This is an optimization exercise on Yosys and OpenROAD, whose aim is small area, not a production implementation.
In this exercise RTL edits were held to simulation tests only and were not proved equivalent to the original.
Power is estimated from default activity; no workload was simulated.

== wip/amber ==
==> flow/design.v <==
module pongproject(clk, reset,
	ready_button,
	right, left,
	ovga_clk, ovga_r, ovga_g, ovga_b,
	ovga_hs, ovga_vs, ovga_sync_n, ovga_blank_n);
	input clk, reset;
	input ready_button;
	input right, left;
	output ovga_clk;
	output [7:0] ovga_r, ovga_g, ovga_b;
	output ovga_hs, ovga_vs;
	output ovga_sync_n;
	output ovga_blank_n;
	function [10:0] add11;       
		input [10:0] a, b;
		input ci;
		reg c;
		integer i;
		begin
			c = ci;
			for (i = 0; i < 11; i = i + 1) begin
				add11[i] = a[i] ^ b[i] ^ c;
				c = (a[i] & b[i]) | (a[i] & c) | (b[i] & c);
			end
		end
	endfunction
	function [9:0] ud9x;         
		input [9:0] x;
		input en;
		reg t;
		integer i;
		begin
			t = en;
			for (i = 0; i < 10; i = i + 1) begin
				ud9x[i] = x[i] ^ t;
				t = t & x[i];
			end
		end
	endfunction
	function [8:0] ud9;          
		input [8:0] x;
		input en, dn;
		reg t;
		integer i;
		begin
			t = en;
			for (i = 0; i < 9; i = i + 1) begin
				ud9[i] = x[i] ^ t;
				t = t & (x[i] ^ dn);
			end
		end
	endfunction
	function ge11;               
		input [10:0] a, b;
		reg c;
		integer i;
		begin
			c = 1'b1;
			for (i = 0; i < 11; i = i + 1)
				c = (a[i] & ~b[i]) | (a[i] & c) | (~b[i] & c);
			ge11 = c;
		end
	endfunction
	reg clk25;
	reg [9:0] px, py;
	wire ce = ~clk25;
	wire hend = px[9] & px[8] & (&px[4:0]);       
	wire vend = py[9] & py[3] & py[2];            
	always @(posedge clk or posedge reset)
		if (reset) clk25 <= 1'b0;
		else clk25 <= ~clk25;
	always @(posedge clk or posedge reset)
		if (reset) begin
			px <= 10'd799;
			py <= 10'd524;
		end else begin
			px <= (ce & hend) ? 10'd0 : ud9x(px, ce);
			py <= (ce & hend & vend) ? 10'd0 : ud9x(py, ce & hend);
		end
	wire hs = ~(ge11({1'b0, px}, 11'd659) & ~ge11({1'b0, px}, 11'd756));
	wire vs = ~((py == 10'd493) | (py == 10'd494));
	reg [2:0] pm5;              
	always @(posedge clk or posedge reset)
		if (reset) pm5 <= 3'd4;
		else if (ce & hend) pm5 <= (pm5 == 3'd4) ? 3'd0 : pm5 + 3'd1;
	wire tick = ce & (
		((pm5 == 3'd0) & (px == 10'd499)) |
		((pm5 == 3'd1) & ((px == 10'd199) | (px == 10'd699))) |
		((pm5 == 3'd2) & (px == 10'd399)) |
		((pm5 == 3'd3) & ((px == 10'd99) | (px == 10'd599))) |
		((pm5 == 3'd4) & ((px == 10'd299) | (px == 10'd799))));
	reg p, q1, q0;
	reg lsig, rsig;
	wire init = q0;             
	wire run  = p & ~q0;        
	wire dead;
	always @(posedge clk or posedge reset)
		if (reset) begin
			p <= 1'b0; q1 <= 1'b0; q0 <= 1'b0;
			lsig <= 1'b0; rsig <= 1'b0;
		end else begin
			p  <= q0 | (p & ~q1);
			q0 <= ~p & (q0 | (~q1 & ready_button));
			q1 <= p & (q1 | dead);
			lsig <= p & ~q1 & left;
			rsig <= p & ~q1 & ~left & right;
		end
	reg [8:0] bx, by;           
	reg vxd, vyd;
	reg [8:0] plh;              
	reg [9:0] ta;               
	wire [9:0] plx = {plh, 1'b0};
	wire ta_off = ~ge11({1'b0, ta}, 11'd30);
	wire move = tick & run;
	wire pick_pl = tick & vyd;
	wire [9:0] ysel = pick_pl ? plx : ta;
	wire [10:0] db = add11({2'b10, bx}, ~{1'b0, ysel}, 1'b1);
	wire hit_plx = ge11(db, 11'd1015) & ~ge11(db, 11'd1084);               
	wire hit_aix = ~ta_off & ge11(db, 11'd985) & ~ge11(db, 11'd1054);      
	wire far_l = ta_off | ~ge11(db, 11'd984);                              
	wire far_r = ge11(db, 11'd1055);                                       
	wire hit_pl = hit_plx & ge11({2'b0, by}, 11'd439) & ~ge11({2'b0, by}, 11'd460);
	wire hit_ai = hit_aix & ge11({2'b0, by}, 11'd22) & ~ge11({2'b0, by}, 11'd42);
	wire bot = ge11({2'b0, by}, 11'd469);
	wire top = ~ge11({2'b0, by}, 11'd2);
	assign dead = move & (vyd ? bot : top);
	wire ystop = vyd ? (bot | hit_pl) : (top | hit_ai);
	wire xstop = vxd ? ge11({2'b0, bx}, 11'd479) : ~ge11({2'b0, bx}, 11'd2);
	always @(posedge clk)
		if (init) begin
			bx <= 9'd315; by <= 9'd430; vxd <= 1'b1; vyd <= 1'b1;
		end else begin
			vyd <= vyd ^ (move & ystop);
			by <= ud9(by, move & ~ystop, ~vyd);
			vxd <= vxd ^ (move & xstop);
			bx <= ud9(bx, move & ~xstop, ~vxd);
		end
	wire pl_l = tick & lsig & (plh != 9'd0);
	wire pl_r = tick & rsig & (plh != 9'd290);
	wire [10:0] pl_step = pl_l ? 11'h7fb : pl_r ? 11'd5 : 11'd0;
	always @(posedge clk)
		if (init) plh <= 9'd145;
		else plh <= add11({2'b0, plh}, pl_step, 1'b0);
	always @(posedge clk)
		if (init) ta <= 10'd320;
		else if (run & ~tick) begin
			if (far_l) ta <= {1'b0, bx};
			else if (far_r) ta <= add11({2'b0, bx}, 11'd60, 1'b0);
			else if (~ge11({1'b0, ta}, 11'd51)) ta <= 10'd30;
		end
	wire pl_row = ge11({1'b0, py}, 11'd450) & ~ge11({1'b0, py}, 11'd460);
	wire ai_row = ge11({1'b0, py}, 11'd30) & ~ge11({1'b0, py}, 11'd41);
	wire [9:0] xrow = py[8] ? plx : ta;
	wire [10:0] dpx = add11({1'b1, px}, ~{1'b0, xrow}, 1'b1);
	wire in_pl = pl_row & ge11(dpx, 11'd1024) & ~ge11(dpx, 11'd1084) & ~(ce & (px == 10'd639));
	wire in_ai = ai_row & ~ta_off & ge11(dpx, 11'd994) & ~ge11(dpx, 11'd1055);
	wire [10:0] pbx = add11({1'b0, px}, ~{2'b0, bx}, 1'b1);
	wire [10:0] pby = add11({1'b0, py}, ~{2'b0, by}, 1'b1);
	wire in_bx = ~pbx[10] & (pbx[9:4] == 6'd0) & (pbx[3:0] < 4'd10) & ~pby[10] & (pby[9:4] == 6'd0) & (pby[3:0] < 4'd10);
	wire edge_row = (pby[3:0] == 4'd0) | (pby[3:0] == 4'd9);
	wire near_row = (pby[3:0] == 4'd1) | (pby[3:0] == 4'd2) | (pby[3:0] == 4'd7) | (pby[3:0] == 4'd8);
	wire shape = edge_row ? (pbx[3:0] >= 4'd3 && pbx[3:0] < 4'd7) :
	             near_row ? (pbx[3:0] >= 4'd1 && pbx[3:0] < 4'd9) : 1'b1;
	wire in_ball = in_bx & shape;
	reg [1:0] c;
	always @(posedge clk or posedge reset)
		if (reset) c <= 2'b00;
		else if (~p) c <= 2'b00;
		else if (in_pl) c <= 2'b01;
		else if (in_ai) c <= 2'b10;
		else if (in_ball) c <= 2'b11;
		else c <= 2'b00;
	wire b_on = c[1] | c[0];
	assign ovga_r = {{4{c[1]}}, {4{c[1] & c[0]}}};
	assign ovga_g = {{4{c[0]}}, {4{c[0] & ~c[1]}}};
	assign ovga_b = {8{b_on}};
	assign ovga_clk = ce;
	assign ovga_hs = hs;
	assign ovga_vs = vs;
	assign ovga_sync_n = 1'b0;
	assign ovga_blank_n = hs & vs;
endmodule
==> flow/config.mk <==
export PLATFORM = sky130hd
export DESIGN_NAME = pongproject
export DESIGN_NICKNAME = pongproject
export VERILOG_FILES = /design/flow/design.v
export SDC_FILE = /design/flow/constraint.sdc
export NUM_CORES = 4
export LEC_CHECK = 0
export CAP_MARGIN = 20
export CORE_MARGIN = 2
export CORE_UTILIZATION = 70
export SLEW_MARGIN = 20
==> flow/constraint.sdc <==
create_clock -name core_clock -period 10.0 [get_ports {clk}]
set_input_delay 2.0000 -clock core_clock [delete_from_list [all_inputs] [get_ports {clk}]]
set_output_delay 2.0000 -clock core_clock [all_outputs]
set_load 0.01 [all_outputs]
standard.sh (not shown) runs the stock make flow with config.mk's settings and CLKGATE_MAP_FILE= SYNTH_SCRIPT=/design/flow/synth_recipe.tcl, a recipe that flattens the netlist after the stock synthesis.
==> flow/flow/run.sh <==
#!/bin/bash
# Layout flow: the standard synthesis, then the combinational logic of
# that netlist is re-mapped for area with ABC (the flip-flops are kept as
# the standard synthesis made them: same instances, names and cells), then
# the standard layout from floorplan to finish, with small port buffers.
set -euo pipefail
WORK=$(pwd)
R=$WORK/orfs/results/$FLOW_PLATFORM/pongproject/base
LIB=$FLOW_HOME/platforms/$FLOW_PLATFORM/lib/sky130_fd_sc_hd__tt_025C_1v80.lib
YOSYS=${YOSYS_EXE:-$(command -v yosys || echo $FLOW_HOME/../tools/install/yosys/bin/yosys)}

bash standard.sh synth > $WORK/flow_synth.log 2>&1
cp $R/1_2_yosys.v $WORK/std_synth.v

sed -e "s#@LIB@#$LIB#g" -e "s#@IN@#$WORK/std_synth.v#g" -e "s#@OUT@#$WORK/reopt.v#g" \
    -e "s#@ABC@#$WORK/flow/area.abc#g" -e "s#@TOP@#$FLOW_TOP#g" \
    flow/reopt.ys > $WORK/reopt.ys
$YOSYS -s $WORK/reopt.ys > $WORK/flow_reopt.log 2>&1

cp $WORK/reopt.v $R/1_2_yosys.v
rm -f $R/1_synth.odb $R/1_synth.sdc
# Port buffers of the smallest size (every port still gets its own buffer),
# and no dummy clock loads from CTS.
export BUFFER_PORTS_ARGS="-buffer_cell sky130_fd_sc_hd__buf_1"
export CTS_ARGS="-sink_clustering_enable -repair_clock_nets -dont_use_dummy_load -root_buf sky130_fd_sc_hd__clkbuf_8 -buf_list sky130_fd_sc_hd__clkbuf_4 -sink_clustering_size 12 -sink_clustering_max_diameter 50"
bash standard.sh finish > $WORK/flow_finish.log 2>&1
==> flow/flow/area.abc <==
strash; &get -n; &deepsyn -T 120; &put; &get -n; &nf -R 1000 -a; &put; topo; dnsize
==> flow/flow/reopt.ys <==
# Cell functions from the library; flip-flops stay black boxes so that
# they pass through untouched.
read_liberty -ignore_miss_func @LIB@
blackbox sky130_fd_sc_hd__df* sky130_fd_sc_hd__dl* sky130_fd_sc_hd__sdf* sky130_fd_sc_hd__edf* sky130_fd_sc_hd__sedf*
read_verilog @IN@
hierarchy -top @TOP@
flatten
opt -purge
abc -liberty @LIB@ -dont_use *probe* -dont_use *lpflow* -dont_use sky130_fd_sc_hd__inv_1 -dont_use sky130_fd_sc_hd__clkinv_1 -script @ABC@
opt_clean -purge
setundef -zero
hilomap -singleton -hicell sky130_fd_sc_hd__conb_1 HI -locell sky130_fd_sc_hd__conb_1 LO
insbuf -buf sky130_fd_sc_hd__buf_1 A X
splitnets
opt_clean -purge
stat -liberty @LIB@
write_verilog -noattr -nohex -nodec @OUT@
wip/amber: done, clean on timing, DRC and antenna
[inputs] wip/garnet vs wip/amber
-- flow/flow/run.sh --
<<< wip/amber, line 25
export CTS_ARGS="-sink_clustering_enable -repair_clock_nets -dont_use_dummy_load -root_buf sky130_fd_sc_hd__clkbuf_8 -buf_list sky130_fd_sc_hd__clkbuf_4 -sink_clustering_size 12 -sink_clustering_max_diameter 50"
>>> wip/garnet, line 25
export CTS_ARGS="-sink_clustering_enable -repair_clock_nets -dont_use_dummy_load"
==> flow/flow/area.abc <==
strash; &get -n; &deepsyn -T 60; &put; dch -f; map -a; topo; dnsize
-- flow/flow/reopt.ys --
<<< wip/amber, line 9
abc -liberty @LIB@ -dont_use *probe* -dont_use *lpflow* -dont_use sky130_fd_sc_hd__inv_1 -dont_use sky130_fd_sc_hd__clkinv_1 -script @ABC@
>>> wip/garnet, line 9
abc -liberty @LIB@ -dont_use *probe* -dont_use *lpflow* -script @ABC@
<<< wip/amber, line 13
insbuf -buf sky130_fd_sc_hd__buf_1 A X
>>> wip/garnet, line 13
insbuf -buf sky130_fd_sc_hd__buf_4 A X
### Flow results
- In the flow results for wip/amber and wip/garnet, the area added between synthesis and finish is larger on wip/amber.
- As of wip/garnet, number of global-route vias before repair had risen by more than 10% compared to wip/amber.
- The higher total routed wire length on the met1 layer came out of wip/garnet.
- Taking wip/amber as the reference, in wip/garnet first-pass GRT wire length rose by 1400 um, fraction of area in multi-input gates fell by 6.4 points, wire length rose by 1100 um.
- Of wip/amber and wip/garnet, the higher cell count after placement belongs to wip/garnet.
- | relative contribution of sequential cells to total power | wip/garnet vs wip/amber | 22 points higher |
- Diff wip/amber -> wip/garnet | total length of routed met2 wires | up slightly
> inputs changed (wip/garnet -> wip/lagoon)
-- flow/flow/run.sh --
<<< wip/garnet, line 25
export CTS_ARGS="-sink_clustering_enable -repair_clock_nets -dont_use_dummy_load"
>>> wip/lagoon, line 25
export CTS_ARGS="-sink_clustering_enable -repair_clock_nets -dont_use_dummy_load -buf_list sky130_fd_sc_hd__clkbuf_4 -sink_clustering_size 9 -sink_clustering_max_diameter 40"
==> flow/flow/area.abc <==
strash; &get -n; &deepsyn -T 120; &put; &get -n; &nf -R 1000 -a; &put; topo; dnsize
-- flow/flow/reopt.ys --
<<< wip/garnet, line 9
abc -liberty @LIB@ -dont_use *probe* -dont_use *lpflow* -script @ABC@
>>> wip/lagoon, line 9
abc -liberty @LIB@ -dont_use *probe* -dont_use *lpflow* -dont_use sky130_fd_sc_hd__inv_1 -dont_use sky130_fd_sc_hd__clkinv_1 -script @ABC@
<<< wip/garnet, line 13
insbuf -buf sky130_fd_sc_hd__buf_4 A X
>>> wip/lagoon, line 13
insbuf -buf sky130_fd_sc_hd__buf_1 A X
### Flow results
Summary — cell leakage power, wip/lagoon relative to wip/garnet: lower, by about 8%.
Routed via count divided by cell count grows by a few percent when moving from wip/garnet to wip/lagoon.
In wip/lagoon relative to wip/garnet, number of standard cells in the layout, taps in and fillers out had gone down by more than 10%.
When the final numbers for wip/lagoon and wip/garnet were put side by side, the layout-stage area growth over the synthesis result turned out to be smaller in wip/garnet.
Input changes introduced in wip/yarrow (baseline for comparison: wip/lagoon):
-- flow/flow/run.sh --
<<< wip/lagoon, line 25
export CTS_ARGS="-sink_clustering_enable -repair_clock_nets -dont_use_dummy_load -buf_list sky130_fd_sc_hd__clkbuf_4 -sink_clustering_size 9 -sink_clustering_max_diameter 40"
>>> wip/yarrow, line 25
export CTS_ARGS="-sink_clustering_enable -repair_clock_nets -dont_use_dummy_load -buf_list sky130_fd_sc_hd__clkbuf_4 -sink_clustering_size 12 -sink_clustering_max_diameter 50"
-- flow/flow/reopt.ys --
<<< wip/lagoon, line 13
insbuf -buf sky130_fd_sc_hd__buf_1 A X
>>> wip/yarrow, line 13
insbuf -buf sky130_fd_sc_hd__buf_4 A X
--- outcome ---
Changes observed in wip/yarrow relative to wip/lagoon: mean area per synthesized cell up 1.7%, slack of the critical path up 0.081 ns. Looking at effective utilization at floorplan, wip/yarrow sits 0.40 points above wip/lagoon. Side by side, final critical path time including I/O delays and setup turned out lower in wip/yarrow than in wip/lagoon. wip/yarrow reached the final stage; the timing, DRC and antenna checks on its layout passed. Compared with wip/lagoon, in wip/yarrow post-layout total power dropped 0.47%; number of rows in the core area barely changed; horizontal die dimension climbed 0.79%; met3 usage climbed 0.30 points; met1 track demand over resource dropped 1.6 points. STATUS area after synthesis: wip/yarrow loses against wip/lagoon.

-- port drivers added, routing unchanged --
The results above use ideal ports. As a check the final layouts listed here were re-extracted and re-timed, cells and wires unchanged.
Step 1 sets driving cells, clkbuf_16 on the clock port and buf_2 on the other inputs (assumed; they add their load-dependent delay and slew).
Step 2 moves the port delays by t, midway between the first and last clock arrival at a register: inputs arrive t later, outputs are due t later. That takes back most of the time a late clock gives input paths.
Three values: ideal ports, drivers, drivers and shift; two values: the first two.
| run | shift t [ns] | setup WS [ns] | worst register clock-pin slew, ns |
|---|---|---|---|
| wip/amber | 0.380 | 3.610 / 3.610 / 3.610 | 0.08 / 0.08 |
| wip/garnet | 0.375 | 3.153 / 3.153 / 3.153 | 0.09 / 0.09 |
| wip/lagoon | 0.440 | 3.571 / 3.571 / 3.571 | 0.12 / 0.12 |
| wip/yarrow | 0.439 | 3.652 / 3.652 / 3.652 | 0.12 / 0.12 |
After both steps setup and hold are still met in every run listed.
